This design comes from an exercise in tuning for small area on the open sky130 flow, not from production work. Only simulation tests tie the RTL to the original design; equivalence was not proved.

==> inputs of v20 <==
// CPU
module CPU (
    input clk,
    input reset,
    input [3:0] ALUControl,
    input [3:0] readReg1,
    input [3:0] readReg2,
    input [3:0] writeReg,
    input [31:0] writeData,
    input writeEnable,
    output [31:0] ALUResult,
    output Zero
);
    wire [31:0] readData1x;   
    wire [31:0] readData2;    
    RegisterFile regFile (
        .clk(clk),
        .reset(reset),
        .readReg1(readReg1),
        .readReg2(readReg2),
        .writeReg(writeReg),
        .writeData(writeData),
        .writeEnable(writeEnable),
        .readData1x(readData1x),
        .readData2(readData2)
    );
    ALU alu (
        .Ax(readData1x),
        .B(readData2),
        .ALUControl(ALUControl),
        .Result(ALUResult),
        .Zero(Zero)
    );
endmodule
==> module RegisterFile, before the edit <==
module RegisterFile (
    input clk,
    input reset,
    input [3:0] readReg1,
    input [3:0] readReg2,
    input [3:0] writeReg,
    input [31:0] writeData,
    input writeEnable,
    output [31:0] readData1x,
    output [31:0] readData2
);
    reg  [15:0] valid;
    wire [15:0] we;      
    wire [15:0] hold;    
    wire [511:0] regs;
    genvar g, b;
    generate
        for (g = 0; g < 16; g = g + 1) begin : row
            reg  [31:0] q;
            wire [31:0] d;
            assign we[g]   = writeEnable & (writeReg == g);
            assign hold[g] = valid[g] & ~we[g];
            for (b = 0; b < 32; b = b + 1) begin : bt
                hc_a22o upd (.A1(q[b]), .A2(hold[g]), .B1(writeData[b]), .B2(we[g]), .X(d[b]));
            end
            always @(posedge clk)
                q <= d;
            assign regs[32*g +: 32] = q;
        end
    endgenerate
    always @(posedge clk or posedge reset) begin
        if (reset)
            valid <= 16'b0;
        else
            valid <= valid | we;
    end
    localparam [31:0] AINV = 32'hd5333335;
    wire [15:0] sel1 = valid & (16'b1 << readReg1);
    wire [15:0] sel2 = valid & (16'b1 << readReg2);
    generate
        for (b = 0; b < 32; b = b + 1) begin : rbit
            wire [15:0] col;   
            for (g = 0; g < 16; g = g + 1) begin : c
                assign col[g] = regs[32*g + b];
            end
            RegRead #(.INV(AINV[b])) rd1 (.sel(sel1), .d(col), .y(readData1x[b]));
            RegRead #(.INV(0))          rd2 (.sel(sel2), .d(col), .y(readData2[b]));
        end
    endgenerate
endmodule
clock: 15.0 ns
lec_check: 0
cap_margin: 20
core_margin: 2
core_utilization: 70
slew_margin: 20
standard.sh (not shown) runs the stock make flow with config.mk's settings and CLKGATE_MAP_FILE= SYNTH_SCRIPT=/design/flow/synth_recipe.tcl, a recipe that flattens the netlist after the stock synthesis.
==> flow/flow/run.sh <==
#!/bin/bash
# Layout flow: ORFS's synthesis with one added step, then the standard ORFS
# flow from floorplan to finish.
#
# The added step maps the design's hc_* gate modules (plain-logic modules in
# the RTL) straight to the library gates of the same function (flow/cellmap.v)
# before Yosys flattens the design, so ABC only maps the remaining logic.
# Registers are inferred and mapped exactly as in the standard synthesis.
# Each tool's output goes to a log file of its own in this folder.
set -euo pipefail
W=$PWD
mkdir -p $W/mysynth

# clock tree: 8x clock buffers in clusters of at most 16 flip-flops, no dummy loads
CTS_ARGS="-sink_clustering_enable -repair_clock_nets -buf_list sky130_fd_sc_hd__clkbuf_8"
CTS_ARGS="$CTS_ARGS -sink_clustering_size 16 -sink_clustering_max_diameter 50 -dont_use_dummy_load"

# standard synthesis, for reference (register names and cells)
make -C $FLOW_HOME DESIGN_CONFIG=$FLOW_CONFIG WORK_HOME=$W/orfs_std CLKGATE_MAP_FILE= \
  SYNTH_SCRIPT=$W/synth_recipe.tcl synth > $W/std_synth.log 2>&1 || true

# ORFS synth.tcl with the cell-mapping step after the first hierarchy command
sed "/^hierarchy -check -top/a techmap -map $W/flow/cellmap.v" \
  $FLOW_HOME/scripts/synth.tcl > $W/mysynth/synth.tcl
grep -q "cellmap.v" $W/mysynth/synth.tcl
sed "s#source \$::env(SCRIPTS_DIR)/synth.tcl#source $W/mysynth/synth.tcl#" \
  $W/synth_recipe.tcl > $W/mysynth/synth_recipe.tcl
grep -q "mysynth/synth.tcl" $W/mysynth/synth_recipe.tcl

make -C $FLOW_HOME DESIGN_CONFIG=$FLOW_CONFIG WORK_HOME=$W/orfs CLKGATE_MAP_FILE= \
  SYNTH_SCRIPT=$W/mysynth/synth_recipe.tcl synth > $W/my_synth.log 2>&1

# compare the registers with the standard synthesis
python3 $W/flow/regs.py $W/orfs_std/results/$FLOW_PLATFORM/CPU/base/1_2_yosys.v \
  $W/orfs/results/$FLOW_PLATFORM/CPU/base/1_2_yosys.v > $W/regs_compare.log 2>&1 || true
[ -n "${FT_SYNTH_ONLY:-}" ] && exit 0

make -C $FLOW_HOME DESIGN_CONFIG=$FLOW_CONFIG WORK_HOME=$W/orfs CLKGATE_MAP_FILE= \
  SYNTH_SCRIPT=$W/mysynth/synth_recipe.tcl \
  BUFFER_PORTS_ARGS="-buffer_cell sky130_fd_sc_hd__buf_1" \
  CTS_ARGS="$CTS_ARGS" ${FT_TARGET:-finish} > $W/orfs_flow.log 2>&1
[ -n "${FT_TARGET:-}" ] && exit 0

: # left out here: write the final layout as DEF
  $FLOW_OUT/final.def > $W/mysynth/write_def.tcl
openroad -no_init -exit $W/mysynth/write_def.tcl > $W/write_def.log 2>&1
==> flow/flow/cellmap.v <==
// Maps the design's hc_* gate modules to the library gates of the same function.
module hc_a22o (input A1, input A2, input B1, input B2, output X);
    sky130_fd_sc_hd__a22o_1 _TECHMAP_REPLACE_ (.A1(A1), .A2(A2), .B1(B1), .B2(B2), .X(X));
endmodule

module hc_a222oi (input A1, input A2, input B1, input B2, input C1, input C2, output Y);
    sky130_fd_sc_hd__a222oi_1 _TECHMAP_REPLACE_ (.A1(A1), .A2(A2), .B1(B1), .B2(B2), .C1(C1), .C2(C2), .Y(Y));
endmodule

module hc_a211oi (input A1, input A2, input B1, input C1, output Y);
    sky130_fd_sc_hd__a211oi_1 _TECHMAP_REPLACE_ (.A1(A1), .A2(A2), .B1(B1), .C1(C1), .Y(Y));
endmodule

module hc_and3 (input A, input B, input C, output X);
    sky130_fd_sc_hd__and3_1 _TECHMAP_REPLACE_ (.A(A), .B(B), .C(C), .X(X));
endmodule

module hc_nand2 (input A, input B, output Y);
    sky130_fd_sc_hd__nand2_1 _TECHMAP_REPLACE_ (.A(A), .B(B), .Y(Y));
endmodule

module hc_nand3 (input A, input B, input C, output Y);
    sky130_fd_sc_hd__nand3_1 _TECHMAP_REPLACE_ (.A(A), .B(B), .C(C), .Y(Y));
endmodule

module hc_nand4 (input A, input B, input C, input D, output Y);
    sky130_fd_sc_hd__nand4_1 _TECHMAP_REPLACE_ (.A(A), .B(B), .C(C), .D(D), .Y(Y));
endmodule

module hc_nor2 (input A, input B, output Y);
    sky130_fd_sc_hd__nor2_1 _TECHMAP_REPLACE_ (.A(A), .B(B), .Y(Y));
endmodule

module hc_nor4 (input A, input B, input C, input D, output Y);
    sky130_fd_sc_hd__nor4_1 _TECHMAP_REPLACE_ (.A(A), .B(B), .C(C), .D(D), .Y(Y));
endmodule

module hc_xor2 (input A, input B, output X);
    sky130_fd_sc_hd__xor2_1 _TECHMAP_REPLACE_ (.A(A), .B(B), .X(X));
endmodule

module hc_xnor2 (input A, input B, output Y);
    sky130_fd_sc_hd__xnor2_1 _TECHMAP_REPLACE_ (.A(A), .B(B), .Y(Y));
endmodule

module hc_mux2i (input A0, input A1, input S, output Y);
    sky130_fd_sc_hd__mux2i_1 _TECHMAP_REPLACE_ (.A0(A0), .A1(A1), .S(S), .Y(Y));
endmodule

module hc_mux4 (input A0, input A1, input A2, input A3, input S0, input S1, output X);
    sky130_fd_sc_hd__mux4_2 _TECHMAP_REPLACE_ (.A0(A0), .A1(A1), .A2(A2), .A3(A3), .S0(S0), .S1(S1), .X(X));
endmodule

module hc_mux2 (input A0, input A1, input S, output X);
    sky130_fd_sc_hd__mux2_1 _TECHMAP_REPLACE_ (.A0(A0), .A1(A1), .S(S), .X(X));
endmodule
Other scripts of this flow, unchanged in this note and not shown: flow/flow/regs.py
==> inputs of v9, as changes to v20 <==
--- a/flow/design.v
+++ b/flow/design.v
@@ -210,2 +210,6 @@
     wire [511:0] regs;
+    wire [3:0] wlo = {4{writeEnable}} & (4'b1 << writeReg[1:0]);
+    wire [3:0] whi = 4'b1 << writeReg[3:2];
+    wire [15:0] sel1 = valid & (16'b1 << readReg1);
+    wire [15:0] sel2 = valid & (16'b1 << readReg2);
     genvar g, b;
@@ -215,4 +219,4 @@
             wire [31:0] d;
-            assign we[g]   = writeEnable & (writeReg == g);
-            assign hold[g] = valid[g] & ~we[g];
+            hc_and2_4  wdec (.A(wlo[g % 4]), .B(whi[g / 4]), .X(we[g]));
+            hc_and2b_4 hdec (.A_N(we[g]), .B(valid[g]), .X(hold[g]));
             for (b = 0; b < 32; b = b + 1) begin : bt
@@ -232,4 +236,2 @@
     localparam [31:0] AINV = 32'hd5333335;
-    wire [15:0] sel1 = valid & (16'b1 << readReg1);
-    wire [15:0] sel2 = valid & (16'b1 << readReg2);
     generate
@@ -312,2 +314,11 @@
 endmodule
+module hc_and2_4 (input A, input B, output X);
+    assign X = A & B;
+endmodule
+module hc_and2b_4 (input A_N, input B, output X);
+    assign X = ~A_N & B;
+endmodule
+module hc_and3_4 (input A, input B, input C, output X);
+    assign X = A & B & C;
+endmodule
 module hc_and3 (input A, input B, input C, output X);
--- a/flow/flow/cellmap.v
+++ b/flow/flow/cellmap.v
@@ -56 +56,13 @@
 endmodule
+
+module hc_and2_4 (input A, input B, output X);
+    sky130_fd_sc_hd__and2_4 _TECHMAP_REPLACE_ (.A(A), .B(B), .X(X));
+endmodule
+
+module hc_and2b_4 (input A_N, input B, output X);
+    sky130_fd_sc_hd__and2b_4 _TECHMAP_REPLACE_ (.A_N(A_N), .B(B), .X(X));
+endmodule
+
+module hc_and3_4 (input A, input B, input C, output X);
+    sky130_fd_sc_hd__and3_4 _TECHMAP_REPLACE_ (.A(A), .B(B), .C(C), .X(X));
+endmodule
--- a/flow/config.mk
+++ b/flow/config.mk
@@ -10,2 +10,3 @@
 export CORE_UTILIZATION = 70
+export SETUP_SLACK_MARGIN = 0.4
 export SLEW_MARGIN = 20
==> impl_summary.log <==
[metrics] Cells after DPL: 2356
[metrics] placed cell areas: 23130 sq um
[metrics] largest cells by area after synthesis: dfxtp_1, a22o_1, a222oi_1
[metrics] run status: timing/DRC/antenna clean
[metrics] final HPWL from detailed placement: roughly 52000 um
[metrics] overall routing resource usage: 54.26%
[metrics] worst setup path startpoint: readReg1[0]
[metrics] post-synth design cell area: about 22000 sq um
[metrics] fraction of area in non-clock buffers: roughly 3.1%
Source of the figures above: v20

==> impl_summary.log <==
[metrics] run status: timing/DRC/antenna clean
[metrics] overall routing resource usage: between 50% and 60%
[metrics] largest cells by area after synthesis: dfxtp_1, a22o_1, a222oi_1
[metrics] Cells after DPL: around 2400
[metrics] worst setup path startpoint: readReg1[2]
[metrics] post-synth design cell area: about 22000 sq um
Source of the figures above: v9

## afterwards: timing with drivers on the ports
The flow's constraints put no driver on any port. The routed layouts listed below were extracted and timed again, unchanged, in two steps. Step 1: set_driving_cell puts a clkbuf_16 on clk and a buf_2 on each other input, an assumption about the parent block. Step 2 also shifts input and output timing later by t, the mid clock arrival at the registers, as if the neighbouring blocks saw the same clock. Slacks: no drivers / after step 1 / after step 2; pairs: no drivers / after step 1.
run | t (ns) | slack for setup (ns) | hold slack, ns | worst setup path after step 2 | worst register clock-pin slew, ns
v20 | 0.647 | 0.367 / 0.265 / 0.265 | 0.517 / 0.517 / 0.517 | input to output | 0.11 / 0.11
v9 | 0.647 | 0.733 / 0.705 / 0.705 | 0.507 / 0.507 / 0.507 | input to output | 0.11 / 0.11
After both steps every run listed still meets setup and hold. For v20, which loses most, drivers alone change the setup slack by -0.102 ns; drivers and shift together by -0.102 ns.
